This design comes from an exercise in tuning for small area, a short achievable clock period and few clock cycles per item on the open sky130 flow, not from production work. Function was checked by simulation only, so behaviour that the tests miss may differ from the original. Power and IR drop assume default switching activity.

==> run a: inputs <==
==> flow/design.v <==
module lwc (
  input  wire        clk,
  input  wire        rst,
  input  wire [31:0] pdi_data,
  input  wire        pdi_valid,
  output wire        pdi_ready,
  input  wire [31:0] sdi_data,
  input  wire        sdi_valid,
  output wire        sdi_ready,
  output wire [31:0] do_data,
  output wire        do_last,
  output wire        do_valid,
  input  wire        do_ready
);
  reg [319:0] st;           
  reg [127:0] key;
  reg [127:0] blk;          
  localparam BT_NONCE = 2'd0, BT_AD = 2'd1, BT_MSG = 2'd2, BT_TAG = 2'd3;
  localparam P_INSTR = 4'd0, P_KEY = 4'd1, P_NHDR = 4'd2, P_NONCE = 4'd3,
             P_AHDR = 4'd4, P_AD = 4'd5, P_APAD = 4'd6, P_MHDR = 4'd7,
             P_MSG = 4'd8, P_MPAD = 4'd9, P_THDR = 4'd10, P_TAG = 4'd11;
  localparam C_IDLE = 2'd0, C_PERM = 2'd1, C_TAG = 2'd2;
  localparam O_IDLE = 3'd0, O_DATA = 3'd1, O_THDR = 3'd2, O_TAG = 3'd3, O_STAT = 3'd4;
  reg        b_rdy;
  reg [1:0]  b_type;
  reg [4:0]  b_n;           
  reg        b_last;        
  reg [1:0]  wc;            
  reg [3:0]  ps;
  reg        p_dec;
  reg [15:0] rem;           
  reg        rle4, req4;    
  reg [2:0]  kcnt;
  reg [1:0]  kq;            
  reg [1:0]  cs;
  reg [3:0]  rnd;
  reg        lrnd;          
  reg        c_init;        
  reg        c_final;       
  reg        dpend;         
  reg [2:0]  os;
  reg        o_dec;
  reg        hdr_pend;
  reg        o_final;
  reg        tag_rdy;
  reg        fail;
  reg [1:0]  o_idx;
  reg [3:0]  obusy;         
  reg [31:0] od;
  reg        ol, ov;
  reg        pr, sr;
  assign do_data   = od;
  assign do_last   = ol;
  assign do_valid  = ov;
  assign pdi_ready = pr;
  assign sdi_ready = sr;
  wire [63:0] x0 = st[319:256], x1 = st[255:192], x2 = st[191:128],
              x3 = st[127:64],  x4 = st[63:0];
  wire [7:0]  rc = {~rnd, rnd};
  wire [63:0] a0 = x0 ^ x4;
  wire [63:0] a2 = x2 ^ x1 ^ {56'd0, rc};
  wire [63:0] a4 = x4 ^ x3;
  wire [63:0] b0 = a0 ^ (~x1 & a2);
  wire [63:0] b1 = x1 ^ (~a2 & x3);
  wire [63:0] b2 = a2 ^ (~x3 & a4);
  wire [63:0] b3 = x3 ^ (~a4 & a0);
  wire [63:0] b4 = a4 ^ (~a0 & x1);
  wire [63:0] c0 = b0 ^ b4;
  wire [63:0] c1 = b1 ^ b0;
  wire [63:0] c2 = ~b2;
  wire [63:0] c3 = b3 ^ b2;
  wire [63:0] c4 = b4;
  wire [63:0] r0 = c0 ^ {c0[18:0], c0[63:19]} ^ {c0[27:0], c0[63:28]};
  wire [63:0] r1 = c1 ^ {c1[60:0], c1[63:61]} ^ {c1[38:0], c1[63:39]};
  wire [63:0] r2 = c2 ^ {c2[0],    c2[63:1]}  ^ {c2[5:0],  c2[63:6]};
  wire [63:0] r3 = c3 ^ {c3[9:0],  c3[63:10]} ^ {c3[16:0], c3[63:17]};
  wire [63:0] r4 = c4 ^ {c4[6:0],  c4[63:7]}  ^ {c4[40:0], c4[63:41]};
  wire last_rnd = lrnd;
  wire is_msg   = (b_type == BT_MSG);
  wire fin_blk  = is_msg && b_last;
  wire blk_ok   = b_rdy && (b_type == BT_AD || (is_msg && obusy == 4'd0));
  wire perm     = (cs == C_PERM);
  wire absorb   = perm && last_rnd && !c_final && blk_ok;
  wire st_step  = perm && (!last_rnd || c_final || blk_ok);
  wire etag     = (cs == C_TAG) && !o_dec && (os == O_THDR || os == O_TAG) &&
                  (b_rdy ? (b_type == BT_NONCE && kq == 2'd0) : wc == 2'd0);
  wire dtag     = (cs == C_TAG) && o_dec && b_rdy && b_type == BT_TAG;
  wire init     = b_rdy && b_type == BT_NONCE && kq == 2'd0 && (cs == C_IDLE || etag);
  reg [15:0] bm, bp;        
  integer j;
  always @* begin
    for (j = 0; j < 16; j = j + 1) begin
      bm[15-j] = absorb && (j < b_n);
      bp[15-j] = absorb && b_last && (j == b_n);
    end
  end
  wire        rdec   = is_msg && o_dec;
  wire        k34    = last_rnd && (c_init || c_final);
  wire        k23    = absorb && fin_blk;
  wire        dsep   = absorb && dpend && is_msg;
  wire [127:0] rrate = {r0, r1};
  reg  [127:0] rate_n, obk;
  always @* begin
    for (j = 0; j < 16; j = j + 1) begin
      obk[8*j +: 8] = rrate[8*j +: 8] ^ blk[8*j +: 8];
      if (bm[j])
        rate_n[8*j +: 8] = rdec ? blk[8*j +: 8] : obk[8*j +: 8];
      else
        rate_n[8*j +: 8] = rrate[8*j +: 8] ^ {bp[j], 7'd0};
    end
  end
  wire [63:0] x2_n = r2 ^ (k23 ? key[127:64] : 64'd0);
  wire [63:0] x3_n = r3 ^ (k23 ? key[63:0] : 64'd0) ^ (k34 ? key[127:64] : 64'd0);
  wire [63:0] x4_n = r4 ^ (k34 ? key[63:0] : 64'd0) ^ {63'd0, dsep};
  reg [127:0] obm;
  always @* begin
    for (j = 0; j < 16; j = j + 1)
      obm[8*j +: 8] = bm[j] ? obk[8*j +: 8] : 8'd0;
  end
  wire p_fire = pdi_valid && pr;
  wire s_fire = sdi_valid && sr;
  wire o_free = !ov || do_ready;
  wire        seg_end = rle4;
  wire [4:0]  nbytes  = {wc, 2'b00} + (seg_end ? rem[2:0] : 3'd4);
  wire        blk_end = (wc == 2'd3) || seg_end;
  wire        full16  = (wc == 2'd3) && req4;
  wire [3:0]  wmask   = (b_n == 5'd0) ? 4'b0000 : (b_n <= 5'd4) ? 4'b1000 :
                        (b_n <= 5'd8) ? 4'b1100 : (b_n <= 5'd12) ? 4'b1110 : 4'b1111;
  reg [3:0]  ps_n;  reg p_dec_n; reg [15:0] rem_n; reg [2:0] kcnt_n; reg [1:0] kq_n;
  reg        b_rdy_n; reg [1:0] b_type_n; reg [4:0] b_n_n; reg b_last_n; reg [1:0] wc_n;
  reg [1:0]  cs_n;  reg [3:0] rnd_n; reg c_init_n, c_final_n, dpend_n;
  reg [2:0]  os_n;  reg o_dec_n, hdr_pend_n, o_final_n, tag_rdy_n, fail_n;
  reg [1:0]  o_idx_n; reg [3:0] obusy_n;
  reg [31:0] od_n;  reg ol_n, ov_n;
  reg        pr_n, sr_n;
  reg        emit;
  always @* begin
    ps_n = ps; p_dec_n = p_dec; rem_n = rem; kcnt_n = kcnt; kq_n = kq;
    b_rdy_n = b_rdy; b_type_n = b_type; b_n_n = b_n; b_last_n = b_last; wc_n = wc;
    cs_n = cs; rnd_n = rnd; c_init_n = c_init; c_final_n = c_final; dpend_n = dpend;
    os_n = os; o_dec_n = o_dec; hdr_pend_n = hdr_pend; o_final_n = o_final;
    tag_rdy_n = tag_rdy; fail_n = fail; o_idx_n = o_idx; obusy_n = obusy;
    od_n = od; ol_n = ol; ov_n = ov;
    case (ps)
      P_INSTR: if (p_fire) begin
        if (pdi_data[31:28] == 4'h7) begin
          kq_n = kq + 2'd1;
        end else begin
          ps_n = P_NHDR; p_dec_n = pdi_data[28];
        end
      end
      P_NHDR: if (p_fire) ps_n = P_NONCE;
      P_NONCE, P_TAG: if (p_fire) begin
        wc_n = wc + 2'd1;
        if (wc == 2'd3) begin
          b_rdy_n = 1'b1;
          b_type_n = (ps == P_NONCE) ? BT_NONCE : BT_TAG;
          ps_n = (ps == P_NONCE) ? P_AHDR : P_INSTR;
        end
      end
      P_AHDR: if (p_fire) begin
        rem_n = pdi_data[15:0];
        ps_n = (pdi_data[15:0] == 16'd0) ? P_MHDR : P_AD;
      end
      P_AD, P_MSG: if (p_fire) begin
        wc_n = wc + 2'd1;
        rem_n = seg_end ? 16'd0 : rem - 16'd4;
        if (blk_end) begin
          wc_n = 2'd0;
          b_rdy_n = 1'b1;
          b_type_n = (ps == P_AD) ? BT_AD : BT_MSG;
          b_n_n = nbytes;
          b_last_n = seg_end && !full16;
          if (seg_end)
            ps_n = full16 ? ((ps == P_AD) ? P_APAD : P_MPAD)
                 : (ps == P_AD) ? P_MHDR : (p_dec ? P_THDR : P_INSTR);
        end
      end
      P_APAD, P_MPAD: if (!b_rdy) begin
        b_rdy_n = 1'b1;
        b_type_n = (ps == P_APAD) ? BT_AD : BT_MSG;
        b_n_n = 5'd0;
        b_last_n = 1'b1;
        ps_n = (ps == P_APAD) ? P_MHDR : (p_dec ? P_THDR : P_INSTR);
      end
      P_MHDR: if (p_fire) begin
        rem_n = pdi_data[15:0];
        hdr_pend_n = 1'b1;
        o_dec_n = p_dec;
        ps_n = (pdi_data[15:0] == 16'd0) ? P_MPAD : P_MSG;
      end
      P_THDR: if (p_fire) ps_n = P_TAG;
      default: ps_n = P_INSTR;
    endcase
    if (s_fire) begin
      kcnt_n = kcnt + 3'd1;
      if (kcnt == 3'd5) begin
        kcnt_n = 3'd0;
        kq_n = kq_n - 2'd1;
      end
    end
    if (perm) begin
      if (!last_rnd) rnd_n = rnd + 4'd1;
      else if (c_final) cs_n = C_TAG;
      else if (blk_ok) begin
        rnd_n = fin_blk ? 4'd0 : 4'd4;
        c_init_n = 1'b0;
        c_final_n = fin_blk;
        if (is_msg) begin
          dpend_n = 1'b0;
          obusy_n = wmask;
          o_idx_n = 2'd0;
          if (b_last) o_final_n = 1'b1;
        end
        b_rdy_n = 1'b0;
      end
    end
    if (dtag) begin
      cs_n = C_IDLE; b_rdy_n = 1'b0; tag_rdy_n = 1'b1;
      fail_n = (blk != st[127:0]);
    end
    if (etag) begin
      cs_n = C_IDLE; tag_rdy_n = 1'b1; fail_n = 1'b0;
      obusy_n = 4'b1111; o_idx_n = 2'd0;
    end
    if (init) begin
      cs_n = C_PERM; rnd_n = 4'd0; c_init_n = 1'b1; c_final_n = 1'b0; dpend_n = 1'b1;
      b_rdy_n = 1'b0;
    end
    emit = 1'b0;
    if (o_free) begin
      case (os)
        O_IDLE: if (hdr_pend) begin
          emit = 1'b1; hdr_pend_n = 1'b0; os_n = O_DATA;
          od_n = {o_dec ? 8'h43 : 8'h52, 8'h00, rem}; ol_n = 1'b0;
        end
        O_DATA, O_TAG: if (obusy[~o_idx] && (os == O_DATA || tag_rdy)) begin
          emit = 1'b1;
          obusy_n[~o_idx] = 1'b0;
          o_idx_n = o_idx + 2'd1;
          case (o_idx)
            2'd0: od_n = blk[127:96];
            2'd1: od_n = blk[95:64];
            2'd2: od_n = blk[63:32];
            default: od_n = blk[31:0];
          endcase
          ol_n = 1'b0;
          if (os == O_TAG && o_idx == 2'd3) os_n = O_STAT;
        end
        O_THDR: begin
          emit = 1'b1; os_n = O_TAG;
          od_n = 32'h83000010; ol_n = 1'b0;
        end
        default: if (tag_rdy) begin
          emit = 1'b1; os_n = O_IDLE; tag_rdy_n = 1'b0;
          od_n = {fail ? 4'hF : 4'hE, 28'd0}; ol_n = 1'b1;
        end
      endcase
    end
    if (os == O_DATA && o_final && obusy == 4'd0) begin
      o_final_n = 1'b0;
      os_n = o_dec ? O_STAT : O_THDR;
    end
    ov_n = emit || (ov && !do_ready);
    case (ps_n)
      P_INSTR:                 pr_n = (kq_n != 2'd3);
      P_NHDR, P_THDR:          pr_n = 1'b1;
      P_AHDR:                  pr_n = !hdr_pend_n;
      P_NONCE, P_AD, P_TAG:    pr_n = !b_rdy_n && !obusy_n[~wc_n] &&
                                      !(cs_n == C_TAG && !o_dec_n && wc_n == 2'd0);
      P_MSG:                   pr_n = !b_rdy_n && !obusy_n[~wc_n] && !hdr_pend_n;
      P_MHDR:                  pr_n = (os_n == O_IDLE) && !hdr_pend_n;
      default:                 pr_n = 1'b0;
    endcase
    sr_n = (kq_n != 2'd0) && (cs_n != C_PERM);
  end
  always @(posedge clk) begin
    if (rst) begin
      ps <= P_INSTR; p_dec <= 1'b0; rem <= 16'd0; kcnt <= 3'd0; kq <= 2'd0;
      rle4 <= 1'b1; req4 <= 1'b0; lrnd <= 1'b0;
      b_rdy <= 1'b0; b_type <= BT_NONCE; b_n <= 5'd0; b_last <= 1'b0; wc <= 2'd0;
      cs <= C_IDLE; rnd <= 4'd0; c_init <= 1'b0; c_final <= 1'b0; dpend <= 1'b0;
      os <= O_IDLE; o_dec <= 1'b0; hdr_pend <= 1'b0; o_final <= 1'b0;
      tag_rdy <= 1'b0; fail <= 1'b0; o_idx <= 2'd0; obusy <= 4'd0;
      ol <= 1'b0; ov <= 1'b0; pr <= 1'b1; sr <= 1'b0;
    end else begin
      ps <= ps_n; p_dec <= p_dec_n; rem <= rem_n; kcnt <= kcnt_n; kq <= kq_n;
      rle4 <= (rem_n <= 16'd4); req4 <= (rem_n == 16'd4); lrnd <= (rnd_n == 4'd11);
      b_rdy <= b_rdy_n; b_type <= b_type_n; b_n <= b_n_n; b_last <= b_last_n; wc <= wc_n;
      cs <= cs_n; rnd <= rnd_n; c_init <= c_init_n; c_final <= c_final_n; dpend <= dpend_n;
      os <= os_n; o_dec <= o_dec_n; hdr_pend <= hdr_pend_n; o_final <= o_final_n;
      tag_rdy <= tag_rdy_n; fail <= fail_n; o_idx <= o_idx_n; obusy <= obusy_n;
      ol <= ol_n; ov <= ov_n; pr <= pr_n; sr <= sr_n;
    end
  end
  always @(posedge clk) begin
    if (emit) od <= od_n;
    if (s_fire && kcnt >= 3'd2) key <= {key[95:0], sdi_data};
    if (init)
      st <= {64'h80800c0800000000, key, blk};
    else if (st_step)
      st <= {rate_n, x2_n, x3_n, x4_n};
    if (etag)
      blk <= st[127:0];
    else if (absorb && is_msg)
      blk <= obm;
    else if (p_fire && (ps == P_NONCE || ps == P_AD || ps == P_MSG || ps == P_TAG))
      case (wc)
        2'd0: blk[127:96] <= pdi_data;
        2'd1: blk[95:64]  <= pdi_data;
        2'd2: blk[63:32]  <= pdi_data;
        default: blk[31:0] <= pdi_data;
      endcase
  end
endmodule
==> flow/run.sh <==
#!/bin/bash
# synth_recipe.tcl (not shown) runs the flow's synth.tcl, then flattens the netlist and writes it again
# the make line also repeats each setting of config.mk as NAME=value (left out here)
make -C /OpenROAD-flow-scripts/flow DESIGN_CONFIG=/design/flow/config.mk WORK_HOME=/design/flow/orfs CLKGATE_MAP_FILE= SYNTH_SCRIPT=/design/flow/synth_recipe.tcl finish
==> flow/config.mk <==
export PLATFORM = sky130hd
export DESIGN_NAME = lwc
export DESIGN_NICKNAME = lwc
export VERILOG_FILES = /design/flow/design.v
export SDC_FILE = /design/flow/constraint.sdc
export NUM_CORES = 4
export LEC_CHECK = 0
export CAP_MARGIN = 20
export CORE_MARGIN = 2
export CORE_UTILIZATION = 40
export PLACE_DENSITY = 0.6
export SETUP_SLACK_MARGIN = 3.0
export SLEW_MARGIN = 20
==> flow/constraint.sdc <==
create_clock -name core_clock -period 6.0 [get_ports {clk}]
set_input_delay 1.2000 -clock core_clock [delete_from_list [all_inputs] [get_ports {clk}]]
set_output_delay 1.2000 -clock core_clock [all_outputs]
set_load 0.01 [all_outputs]
==> run b: changes against run a <==
--- a/flow/design.v
+++ b/flow/design.v
@@ -29,12 +29,9 @@
   reg [3:0]  ps;
   reg        p_dec;
   reg [15:0] rem;           
-  reg        rle4, req4;    
   reg [2:0]  kcnt;
-  reg [1:0]  kq;            
   reg [1:0]  cs;
   reg [3:0]  rnd;
-  reg        lrnd;          
   reg        c_init;        
   reg        c_final;       
   reg        dpend;         
@@ -75,7 +72,7 @@
   wire [63:0] r2 = c2 ^ {c2[0],    c2[63:1]}  ^ {c2[5:0],  c2[63:6]};
   wire [63:0] r3 = c3 ^ {c3[9:0],  c3[63:10]} ^ {c3[16:0], c3[63:17]};
   wire [63:0] r4 = c4 ^ {c4[6:0],  c4[63:7]}  ^ {c4[40:0], c4[63:41]};
-  wire last_rnd = lrnd;
+  wire last_rnd = (rnd == 4'd11);
   wire is_msg   = (b_type == BT_MSG);
   wire fin_blk  = is_msg && b_last;
   wire blk_ok   = b_rdy && (b_type == BT_AD || (is_msg && obusy == 4'd0));
@@ -83,9 +80,9 @@
   wire absorb   = perm && last_rnd && !c_final && blk_ok;
   wire st_step  = perm && (!last_rnd || c_final || blk_ok);
   wire etag     = (cs == C_TAG) && !o_dec && (os == O_THDR || os == O_TAG) &&
-                  (b_rdy ? (b_type == BT_NONCE && kq == 2'd0) : wc == 2'd0);
+                  (b_rdy ? b_type == BT_NONCE : wc == 2'd0);
   wire dtag     = (cs == C_TAG) && o_dec && b_rdy && b_type == BT_TAG;
-  wire init     = b_rdy && b_type == BT_NONCE && kq == 2'd0 && (cs == C_IDLE || etag);
+  wire init     = b_rdy && b_type == BT_NONCE && (cs == C_IDLE || etag);
   reg [15:0] bm, bp;        
   integer j;
   always @* begin
@@ -120,13 +117,12 @@
   wire p_fire = pdi_valid && pr;
   wire s_fire = sdi_valid && sr;
   wire o_free = !ov || do_ready;
-  wire        seg_end = rle4;
+  wire        seg_end = (rem <= 16'd4);
   wire [4:0]  nbytes  = {wc, 2'b00} + (seg_end ? rem[2:0] : 3'd4);
   wire        blk_end = (wc == 2'd3) || seg_end;
-  wire        full16  = (wc == 2'd3) && req4;
   wire [3:0]  wmask   = (b_n == 5'd0) ? 4'b0000 : (b_n <= 5'd4) ? 4'b1000 :
                         (b_n <= 5'd8) ? 4'b1100 : (b_n <= 5'd12) ? 4'b1110 : 4'b1111;
-  reg [3:0]  ps_n;  reg p_dec_n; reg [15:0] rem_n; reg [2:0] kcnt_n; reg [1:0] kq_n;
+  reg [3:0]  ps_n;  reg p_dec_n; reg [15:0] rem_n; reg [2:0] kcnt_n;
   reg        b_rdy_n; reg [1:0] b_type_n; reg [4:0] b_n_n; reg b_last_n; reg [1:0] wc_n;
   reg [1:0]  cs_n;  reg [3:0] rnd_n; reg c_init_n, c_final_n, dpend_n;
   reg [2:0]  os_n;  reg o_dec_n, hdr_pend_n, o_final_n, tag_rdy_n, fail_n;
@@ -135,7 +131,7 @@
   reg        pr_n, sr_n;
   reg        emit;
   always @* begin
-    ps_n = ps; p_dec_n = p_dec; rem_n = rem; kcnt_n = kcnt; kq_n = kq;
+    ps_n = ps; p_dec_n = p_dec; rem_n = rem; kcnt_n = kcnt;
     b_rdy_n = b_rdy; b_type_n = b_type; b_n_n = b_n; b_last_n = b_last; wc_n = wc;
     cs_n = cs; rnd_n = rnd; c_init_n = c_init; c_final_n = c_final; dpend_n = dpend;
     os_n = os; o_dec_n = o_dec; hdr_pend_n = hdr_pend; o_final_n = o_final;
@@ -144,11 +140,15 @@
     case (ps)
       P_INSTR: if (p_fire) begin
         if (pdi_data[31:28] == 4'h7) begin
-          kq_n = kq + 2'd1;
+          ps_n = P_KEY; kcnt_n = 3'd0;
         end else begin
           ps_n = P_NHDR; p_dec_n = pdi_data[28];
         end
       end
+      P_KEY: if (s_fire) begin
+        kcnt_n = kcnt + 3'd1;
+        if (kcnt == 3'd5) ps_n = P_INSTR;
+      end
       P_NHDR: if (p_fire) ps_n = P_NONCE;
       P_NONCE, P_TAG: if (p_fire) begin
         wc_n = wc + 2'd1;
@@ -170,9 +170,9 @@
           b_rdy_n = 1'b1;
           b_type_n = (ps == P_AD) ? BT_AD : BT_MSG;
           b_n_n = nbytes;
-          b_last_n = seg_end && !full16;
+          b_last_n = seg_end && nbytes != 5'd16;
           if (seg_end)
-            ps_n = full16 ? ((ps == P_AD) ? P_APAD : P_MPAD)
+            ps_n = (nbytes == 5'd16) ? ((ps == P_AD) ? P_APAD : P_MPAD)
                  : (ps == P_AD) ? P_MHDR : (p_dec ? P_THDR : P_INSTR);
         end
       end
@@ -192,13 +192,6 @@
       P_THDR: if (p_fire) ps_n = P_TAG;
       default: ps_n = P_INSTR;
     endcase
-    if (s_fire) begin
-      kcnt_n = kcnt + 3'd1;
-      if (kcnt == 3'd5) begin
-        kcnt_n = 3'd0;
-        kq_n = kq_n - 2'd1;
-      end
-    end
     if (perm) begin
       if (!last_rnd) rnd_n = rnd + 4'd1;
       else if (c_final) cs_n = C_TAG;
@@ -263,8 +256,7 @@
     end
     ov_n = emit || (ov && !do_ready);
     case (ps_n)
-      P_INSTR:                 pr_n = (kq_n != 2'd3);
-      P_NHDR, P_THDR:          pr_n = 1'b1;
+      P_INSTR, P_NHDR, P_THDR: pr_n = 1'b1;
       P_AHDR:                  pr_n = !hdr_pend_n;
       P_NONCE, P_AD, P_TAG:    pr_n = !b_rdy_n && !obusy_n[~wc_n] &&
                                       !(cs_n == C_TAG && !o_dec_n && wc_n == 2'd0);
@@ -272,20 +264,18 @@
       P_MHDR:                  pr_n = (os_n == O_IDLE) && !hdr_pend_n;
       default:                 pr_n = 1'b0;
     endcase
-    sr_n = (kq_n != 2'd0) && (cs_n != C_PERM);
+    sr_n = (ps_n == P_KEY) && (cs_n != C_PERM);
   end
   always @(posedge clk) begin
     if (rst) begin
-      ps <= P_INSTR; p_dec <= 1'b0; rem <= 16'd0; kcnt <= 3'd0; kq <= 2'd0;
-      rle4 <= 1'b1; req4 <= 1'b0; lrnd <= 1'b0;
+      ps <= P_INSTR; p_dec <= 1'b0; rem <= 16'd0; kcnt <= 3'd0;
       b_rdy <= 1'b0; b_type <= BT_NONCE; b_n <= 5'd0; b_last <= 1'b0; wc <= 2'd0;
       cs <= C_IDLE; rnd <= 4'd0; c_init <= 1'b0; c_final <= 1'b0; dpend <= 1'b0;
       os <= O_IDLE; o_dec <= 1'b0; hdr_pend <= 1'b0; o_final <= 1'b0;
       tag_rdy <= 1'b0; fail <= 1'b0; o_idx <= 2'd0; obusy <= 4'd0;
       ol <= 1'b0; ov <= 1'b0; pr <= 1'b1; sr <= 1'b0;
     end else begin
-      ps <= ps_n; p_dec <= p_dec_n; rem <= rem_n; kcnt <= kcnt_n; kq <= kq_n;
-      rle4 <= (rem_n <= 16'd4); req4 <= (rem_n == 16'd4); lrnd <= (rnd_n == 4'd11);
+      ps <= ps_n; p_dec <= p_dec_n; rem <= rem_n; kcnt <= kcnt_n;
       b_rdy <= b_rdy_n; b_type <= b_type_n; b_n <= b_n_n; b_last <= b_last_n; wc <= wc_n;
       cs <= cs_n; rnd <= rnd_n; c_init <= c_init_n; c_final <= c_final_n; dpend <= dpend_n;
       os <= os_n; o_dec <= o_dec_n; hdr_pend <= hdr_pend_n; o_final <= o_final_n;
SETUP_SLACK_MARGIN = default   (was 3.0)
==> comparison table <==
Status: run b finished clean; run a finished clean
Vertical extent of the die: run b 363 um; run a 363 um
Final Wtd Congestion: run b 1.15; run a 1.07
Detail Route met2 WL: run b 104,000 um; run a 116,000 um
Mux cell area share after synthesis: run b 0.00776; run a 0.00811
Power share of the combinational group: run b 0.578; run a 0.572
Hold Path Origin: run b st[265]; run a c_init
Post-Layout Inst Area: run b 58,300 um2; run a 63,100 um2
Cell with the largest stage delay on the worst path: run b sky130_fd_sc_hd__and4_1; run a sky130_fd_sc_hd__o21a_4
Post-layout util: run b 0.457; run a 0.494
Critical path data arrival time: run b 4.56 ns; run a 3.66 ns
Die footprint: run b 131,000 um2; run a 132,000 um2
RSZ-0062 raised after global routing: run b false; run a true
Die span in x: run b 363 um; run a 363 um
Post-Synth Simple-Gate Area: run b 0.119; run a 0.122
Met3 usage in global routing: run b 0.147; run a 0.144
Net count after synthesis: run b 5,741; run a 5,749
Flops & latches, synth: run b 670; run a 675
Fraction of area in clock buffers and inverters: run b 0.0492; run a 0.0468
Fraction of layout instances using a drive strength above 1: run b 0.0931; run a 0.152
Worst Slack Setup Final: run b 1.87 ns; run a 2.77 ns
Adder-Cell Fraction of Synth Area: run b 0.0338; run a 0.0335
Number of signal-net inverters in the final layout: run b 211; run a 215
Testbench counts of run a, summed over its fixed seeds: cycles 19,597, bytes 20,910.
Testbench counts of run b, summed over its fixed seeds: cycles 19,789, bytes 20,910.

## port drivers added, routing unchanged
How much do the figures lean on ideal ports? The routed layouts below were timed once more, with nothing changed but the port constraints.
Step 1, drivers: a clkbuf_16 drives clk and a buf_2 each remaining input, both assumed.
Step 2 moves the port delays by t, midway between the first and last clock arrival at a register: inputs arrive t later, outputs are due t later. That takes back most of the time a late clock gives input paths.
a / b / c = no drivers / after step 1 / after step 2; a / b = the first two.
run	shift t [ns]	setup WS [ns]	hold WS [ns]	slew at the worst register clock pin (ns)
run a	0.794	2.766 / 2.766 / 2.345	0.486 / 0.486 / 0.486	0.07 / 0.07
run b	0.808	1.872 / 1.872 / 1.872	0.495 / 0.495 / 0.495	0.07 / 0.07
After both steps setup and hold are still met in every run listed. The setup slack of run a, which loses most, moves by 0.000 ns with the drivers and by -0.421 ns with both steps.
